What follows belongs to an exercise in optimizing a design on an open flow for small area and a short achievable clock period; a production flow would make more cautious choices. At most, simulation tests tie the RTL to the original design; equivalence was not proved.

Design Microprocessor, start of the top module:
module Microprocessor(
		input clk,
		input reset,
		input [7:0] instruction,
		output reg [7:0] pc,
		output [6:0] display_low,
		output [6:0] display_high,
		output [6:0] display_op,
		output [6:0] display_rs,
		output [6:0] display_rt,
		output [6:0] display_rd,
		output [4:0] display_pc
	);
	wire [1:0] op = instruction[7:6];
	wire [1:0] rs = instruction[5:4];
	wire [1:0] rt = instruction[3:2];
	wire [1:0] rd = instruction[1:0];
	wire [1:0] ic = instruction[1:0];
	wire [7:0] imm = {{7{instruction[1]}}, instruction[0]};
	wire is_add   = op == 2'b00;
	wire is_load  = op == 2'b01;
	wire is_store = op == 2'b10;
	wire is_jump  = op == 2'b11;
	reg [7:0] R [0:3];
	reg [7:0] M [0:31];
	reg [7:0] disp;
	wire [3:0] rs_oh, rt_oh;
	Dec2 dec_rs(.x(rs), .y(rs_oh));
	Dec2 dec_rt(.x(rt), .y(rt_oh));
	wire [7:0] a, b;
	Sel4 #(8) read_a(.sel(rs_oh), .d0(R[0]), .d1(R[1]), .d2(R[2]), .d3(R[3]), .y(a));
	Sel4 #(8) read_b(.sel(rt_oh), .d0(R[0]), .d1(R[1]), .d2(R[2]), .d3(R[3]), .y(b));
	wire [7:0] sum = a + b;
	wire [7:0] ea;
  ...
Size in the first run: about 1,500 cells after synthesis, roughly 300 flip-flops, about 65 I/O pins, about 17,000 µm² of cells after synthesis.
Settings: LEC_CHECK=0, CAP_MARGIN=20, CORE_MARGIN=2, CORE_UTILIZATION=40, CTS_CLUSTER_DIAMETER=60, CTS_CLUSTER_SIZE=30, SETUP_SLACK_MARGIN=3.0, SLEW_MARGIN=20, SYNTH_HIERARCHICAL=1, SYNTH_MINIMUM_KEEP_SIZE=0, TNS_END_PERCENT=0; clock period 5.5 ns.
standard.sh (not shown) runs the stock make flow with config.mk's settings and CLKGATE_MAP_FILE= SYNTH_SCRIPT=/design/flow/synth_recipe.tcl, a recipe that flattens the netlist after the stock synthesis.
==> flow/flow/run.sh <==
#!/bin/bash
# Standard layout, with the port buffers made of buf_1 cells instead of the
# cell buffer_ports picks by itself.
set -euo pipefail
export BUFFER_PORTS_ARGS="-buffer_cell sky130_fd_sc_hd__buf_1"
bash standard.sh > standard_make.log 2>&1
The starting point finished with timing, DRC and antenna clean.
Edit:
CTS_BUF_LIST = sky130_fd_sc_hd__clkbuf_8   (was default)
The new run finished clean.
Sequential share of layout area came out higher by 0.65 points.
Area after synthesis stays the same.
Via count stays flat.
Final area went down by 1.6%.
Clock skew went up by 11 ps.
No functional check of the RTL was part of any run of this note.

---

Another version of the RTL of Microprocessor (not shown whole).
For scale: ~1500 cells after synthesis, about 300 flip-flops, ~65 I/O pins, roughly 17000 um2 of cells after synthesis.
export LEC_CHECK = 0
export CAP_MARGIN = 20
export CORE_MARGIN = 2
export CORE_UTILIZATION = 40
export CTS_CLUSTER_DIAMETER = 60
export CTS_CLUSTER_SIZE = 30
export SETUP_SLACK_MARGIN = 3.5
export SLEW_MARGIN = 20
export SYNTH_HIERARCHICAL = 1
export SYNTH_MINIMUM_KEEP_SIZE = 0
export TNS_END_PERCENT = 0
create_clock -name core_clock -period 5.5 [get_ports {clk}]
Scripts as last shown in full above: flow/flow/run.sh
The first run finished clean.
Edit:
==> flow/flow/run.sh (replaced) <==
#!/bin/bash
# Standard layout, with the port buffers made of buf_1 cells instead of the
# cell buffer_ports picks by itself, and power recovery (downsizing of gates
# off the critical paths) after global routing.
set -euo pipefail
export BUFFER_PORTS_ARGS="-buffer_cell sky130_fd_sc_hd__buf_1"
export RECOVER_POWER=100
bash standard.sh > standard_make.log 2>&1
Settings changed: SETUP_SLACK_MARGIN 3.5 to 3.0.
With this change the flow finished with capacitance limit, slew limit left.
Via count rises by 0.38%.
Cell area goes down by 1.4%.
Core utilization shrinks by 0.65 points.
Hold slack stays flat.
Sequential share of layout area grows by 0.56 points.
Worst setup slack degrades by 1100 ps.
Clock-buffer cell count stays the same.
Synthesized cell count does not change.
Die area is unchanged.
Edit:
==> flow/flow/run.sh (replaced) <==
#!/bin/bash
# Standard layout, with the port buffers made of buf_1 cells instead of the
# cell buffer_ports picks by itself.
set -euo pipefail
export BUFFER_PORTS_ARGS="-buffer_cell sky130_fd_sc_hd__buf_1"
bash standard.sh > standard_make.log 2>&1
What happened: The changed run produced a clean layout; global-route usage is unchanged; sequential share of layout area decreases by 0.56 points; synthesized area stays the same.
Edit:
Settings changed: CORE_UTILIZATION 40 to 55.
- design area hardly moves
- global-route usage rose by 6.8 points
- worst setup slack gains 31 ps

---

Setup of v33:
Another version of the RTL of Microprocessor (not shown whole).
For scale: roughly 1000 cells after synthesis, roughly 65 I/O pins.
export LEC_CHECK = 0
export CAP_MARGIN = 20
export CORE_MARGIN = 2
export CORE_UTILIZATION = 40
export SETUP_SLACK_MARGIN = 2.0
export SLEW_MARGIN = 20
export TNS_END_PERCENT = 0
create_clock -name core_clock -period 5.5 [get_ports {clk}]
==> flow/flow/run.sh <==
#!/bin/bash
# Standard layout, with the port buffers made of buf_2 cells instead of the
# cell buffer_ports picks by itself.
set -euo pipefail
export BUFFER_PORTS_ARGS="-buffer_cell sky130_fd_sc_hd__buf_2"
bash standard.sh > standard_make.log 2>&1
## Diff of input files: v14 against v33
==> flow/run.sh (new file) <==
#!/bin/bash
# synth_recipe.tcl (not shown) runs the flow's synth.tcl, then flattens the netlist and writes it again
# the make line also repeats each setting of config.mk as NAME=value (left out here)
make -C /OpenROAD-flow-scripts/flow DESIGN_CONFIG=/design/flow/config.mk WORK_HOME=/design/flow/orfs CLKGATE_MAP_FILE= SYNTH_SCRIPT=/design/flow/synth_recipe.tcl finish
diff --git a/flow/config.mk b/flow/config.mk
--- a/flow/config.mk
+++ b/flow/config.mk
@@ -8,5 +8,5 @@
 export CAP_MARGIN = 20
 export CORE_MARGIN = 2
-export CORE_UTILIZATION = 40
+export CORE_UTILIZATION = 60
 export SETUP_SLACK_MARGIN = 2.0
 export SLEW_MARGIN = 20
removed: flow/flow/run.sh
removed: flow/standard.sh
--- outcome ---
Clock period minus final worst setup slack: v14 < v33. Compared with v33, v14 shows critical path depth lower by 1.
## Diff of input files: v40 against v14
diff --git a/flow/config.mk b/flow/config.mk
--- a/flow/config.mk
+++ b/flow/config.mk
@@ -6,8 +6,8 @@
 export NUM_CORES = 4
 export LEC_CHECK = 0
+export ABC_CLOCK_PERIOD_IN_PS = 3000
 export CAP_MARGIN = 20
 export CORE_MARGIN = 2
-export CORE_UTILIZATION = 60
-export SETUP_SLACK_MARGIN = 2.0
+export CORE_UTILIZATION = 40
+export SETUP_SLACK_MARGIN = 2.5
 export SLEW_MARGIN = 20
-export TNS_END_PERCENT = 0
[summary]
Cells: v40 has more instances than v14
First-iteration DRC count: v14 and v40 compared, higher one is v40
v40 does worse than v14 on setup slack of the critical path after layout.
From v14 to v40 the numbers moved as follows: number of clock-tree buffers in the layout moved up; wire length on met2 moved up; fmax moved down.
Changes in v13 relative to v40:
diff --git a/flow/config.mk b/flow/config.mk
--- a/flow/config.mk
+++ b/flow/config.mk
@@ -6,8 +6,10 @@
 export NUM_CORES = 4
 export LEC_CHECK = 0
-export ABC_CLOCK_PERIOD_IN_PS = 3000
 export CAP_MARGIN = 20
 export CORE_MARGIN = 2
 export CORE_UTILIZATION = 40
-export SETUP_SLACK_MARGIN = 2.5
+export CTS_CLUSTER_DIAMETER = 80
+export CTS_CLUSTER_SIZE = 40
+export SETUP_SLACK_MARGIN = 2.0
 export SLEW_MARGIN = 20
+export TNS_END_PERCENT = 0
[summary]
- v13: full flow OK, the timing, design-rule and antenna checks passed
- Count of clock buffers in the final design (higher): v40
- Compared with v40, final cell count without fillers in v13 decreased by a few percent.
- Hold slack essentially unchanged between v13 and v40.
- For v13, the capturing instance or port of the critical path was R[2][3]$_DFFE_PP0P_, unlike v40, where it was R[0][7]$_DFFE_PP0P_.
- Comparing v40 against v13, there is no change at all in sequential cell count.
- Of v13 and v40, v40 shows the higher routing usage on met2, with v13 below it.
- Compared with v40, v13 ends up with a smaller final cell area.
No run of this note included a check of the RTL's function; only the layout flow was run.

---

Setup of the baseline:
Microprocessor, a different RTL version from the one above (not shown whole).
Size: ~1,400 cells after synthesis, roughly 300 flip-flops, about 65 I/O pins, ~17,000 µm² of cells after synthesis.
==> flow/config.mk <==
export PLATFORM = sky130hd
export DESIGN_NAME = Microprocessor
export DESIGN_NICKNAME = Microprocessor
export VERILOG_FILES = /design/flow/design.v
export SDC_FILE = /design/flow/constraint.sdc
export NUM_CORES = 4
export LEC_CHECK = 0
export CAP_MARGIN = 20
export CORE_MARGIN = 2
export CORE_UTILIZATION = 40
export CTS_CLUSTER_DIAMETER = 60
export CTS_CLUSTER_SIZE = 30
export SETUP_SLACK_MARGIN = 3.0
export SLEW_MARGIN = 20
export SYNTH_HIERARCHICAL = 1
export SYNTH_MINIMUM_KEEP_SIZE = 0
export TNS_END_PERCENT = 0
==> flow/constraint.sdc <==
create_clock -name core_clock -period 5.5 [get_ports {clk}]
set_input_delay 1.1000 -clock core_clock [delete_from_list [all_inputs] [get_ports {clk}]]
set_output_delay 1.1000 -clock core_clock [all_outputs]
set_load 0.01 [all_outputs]
==> flow/flow/run.sh <==
#!/bin/bash
# Standard layout, with the port buffers made of buf_1 cells instead of the
# cell buffer_ports picks by itself.
set -euo pipefail
export BUFFER_PORTS_ARGS="-buffer_cell sky130_fd_sc_hd__buf_1"
bash standard.sh > standard_make.log 2>&1
Edits applied to the flow inputs when going from the baseline to the candidate:
# the baseline
export LEC_CHECK = 0
export CAP_MARGIN = 20
export CORE_MARGIN = 2
export CORE_UTILIZATION = 40
export CTS_CLUSTER_DIAMETER = 60
export CTS_CLUSTER_SIZE = 30
export SETUP_SLACK_MARGIN = 3.0
export SLEW_MARGIN = 20
export SYNTH_HIERARCHICAL = 1
export SYNTH_MINIMUM_KEEP_SIZE = 0
export TNS_END_PERCENT = 0
create_clock -name core_clock -period 5.5 [get_ports {clk}]
# the candidate
export LEC_CHECK = 0
export CAP_MARGIN = 20
export CORE_MARGIN = 2
export CORE_UTILIZATION = 40
export CTS_BUF_LIST = sky130_fd_sc_hd__clkbuf_8
export CTS_CLUSTER_DIAMETER = 50
export CTS_CLUSTER_SIZE = 25
export SETUP_SLACK_MARGIN = 3.0
export SLEW_MARGIN = 20
export SYNTH_HIERARCHICAL = 1
export SYNTH_MINIMUM_KEEP_SIZE = 0
export TNS_END_PERCENT = 0
create_clock -name core_clock -period 5.5 [get_ports {clk}]
Results
The candidate went all the way through the flow, and no timing, DRC or antenna check failed.
Relative to the baseline, the cell count measured on the candidate has increased slightly.
Higher count of non-CTS buffers in the layout among the baseline and the candidate: the candidate
From the baseline to the candidate the numbers moved as follows: maximum frequency now sits higher, global-route usage now sits at about the same level, number of inserted diodes now sits higher, worst setup slack after layout now sits higher.
| overall via count from detail_route | lower: the baseline |
No run of this note included a check of the RTL's function; only the layout flow was run.

## static timing again, ports no longer ideal
In the flow no input, the clock included, has a driving cell. The finished layouts below were timed again as built, in two steps.
Step 1 sets driving cells, clkbuf_16 on the clock port and buf_2 on the other inputs (assumed; they add their load-dependent delay and slew).
Step 2, shift: input delay + t, output delay - t, t = (earliest + latest rising clock arrival at the registers) / 2. This alone moves slack from input paths to output paths.
a / b / c = no drivers / after step 1 / after step 2; a / b = the first two.
| run | t (ns) | slack for setup (ns) | latest minus earliest clock arrival (ns) | worst register clock-pin slew, ns | worst slew at a driven data input, ns |
|---|---|---|---|---|---|
| the first run of note 1 | 0.629 | 2.456 / 2.442 / 1.813 | 0.025 / 0.025 | 0.09 / 0.09 | 0.07 |
| the second run of note 1 | 0.684 | 2.497 / 2.497 / 1.834 | 0.045 / 0.046 | 0.12 / 0.12 | 0.05 |
| the first run of note 2 | 0.617 | 2.443 / 2.457 / 1.840 | 0.039 / 0.039 | 0.08 / 0.08 | 0.06 |
| the second run of note 2 | 0.618 | 1.368 / 1.401 / 0.783 | 0.040 / 0.040 | 0.09 / 0.09 | 0.04 |
| the third run of note 2 | 0.617 | 2.443 / 2.457 / 1.840 | 0.039 / 0.039 | 0.08 / 0.08 | 0.06 |
| the fourth run of note 2 | 0.608 | 2.474 / 2.468 / 1.860 | 0.027 / 0.026 | 0.09 / 0.09 | 0.06 |
| v33 | 0.599 | 1.478 / 1.465 / 0.866 | 0.025 / 0.025 | 0.07 / 0.07 | 0.06 |
| v14 | 0.575 | 1.514 / 1.512 / 0.937 | 0.021 / 0.020 | 0.06 / 0.06 | 0.05 |
| v40 | 0.570 | 1.472 / 1.470 / 0.900 | 0.018 / 0.018 | 0.06 / 0.06 | 0.06 |
| v13 | 0.580 | 1.517 / 1.512 / 0.933 | 0.044 / 0.045 | 0.12 / 0.12 | 0.05 |
| the baseline | 0.601 | 2.211 / 2.211 / 1.664 | 0.020 / 0.020 | 0.10 / 0.10 | 0.10 |
| the candidate | 0.612 | 2.258 / 2.258 / 1.696 | 0.030 / 0.030 | 0.11 / 0.11 | 0.10 |
For the second run of note 1, which loses most, drivers alone change the setup slack by 0.000 ns; drivers and shift together by -0.663 ns.
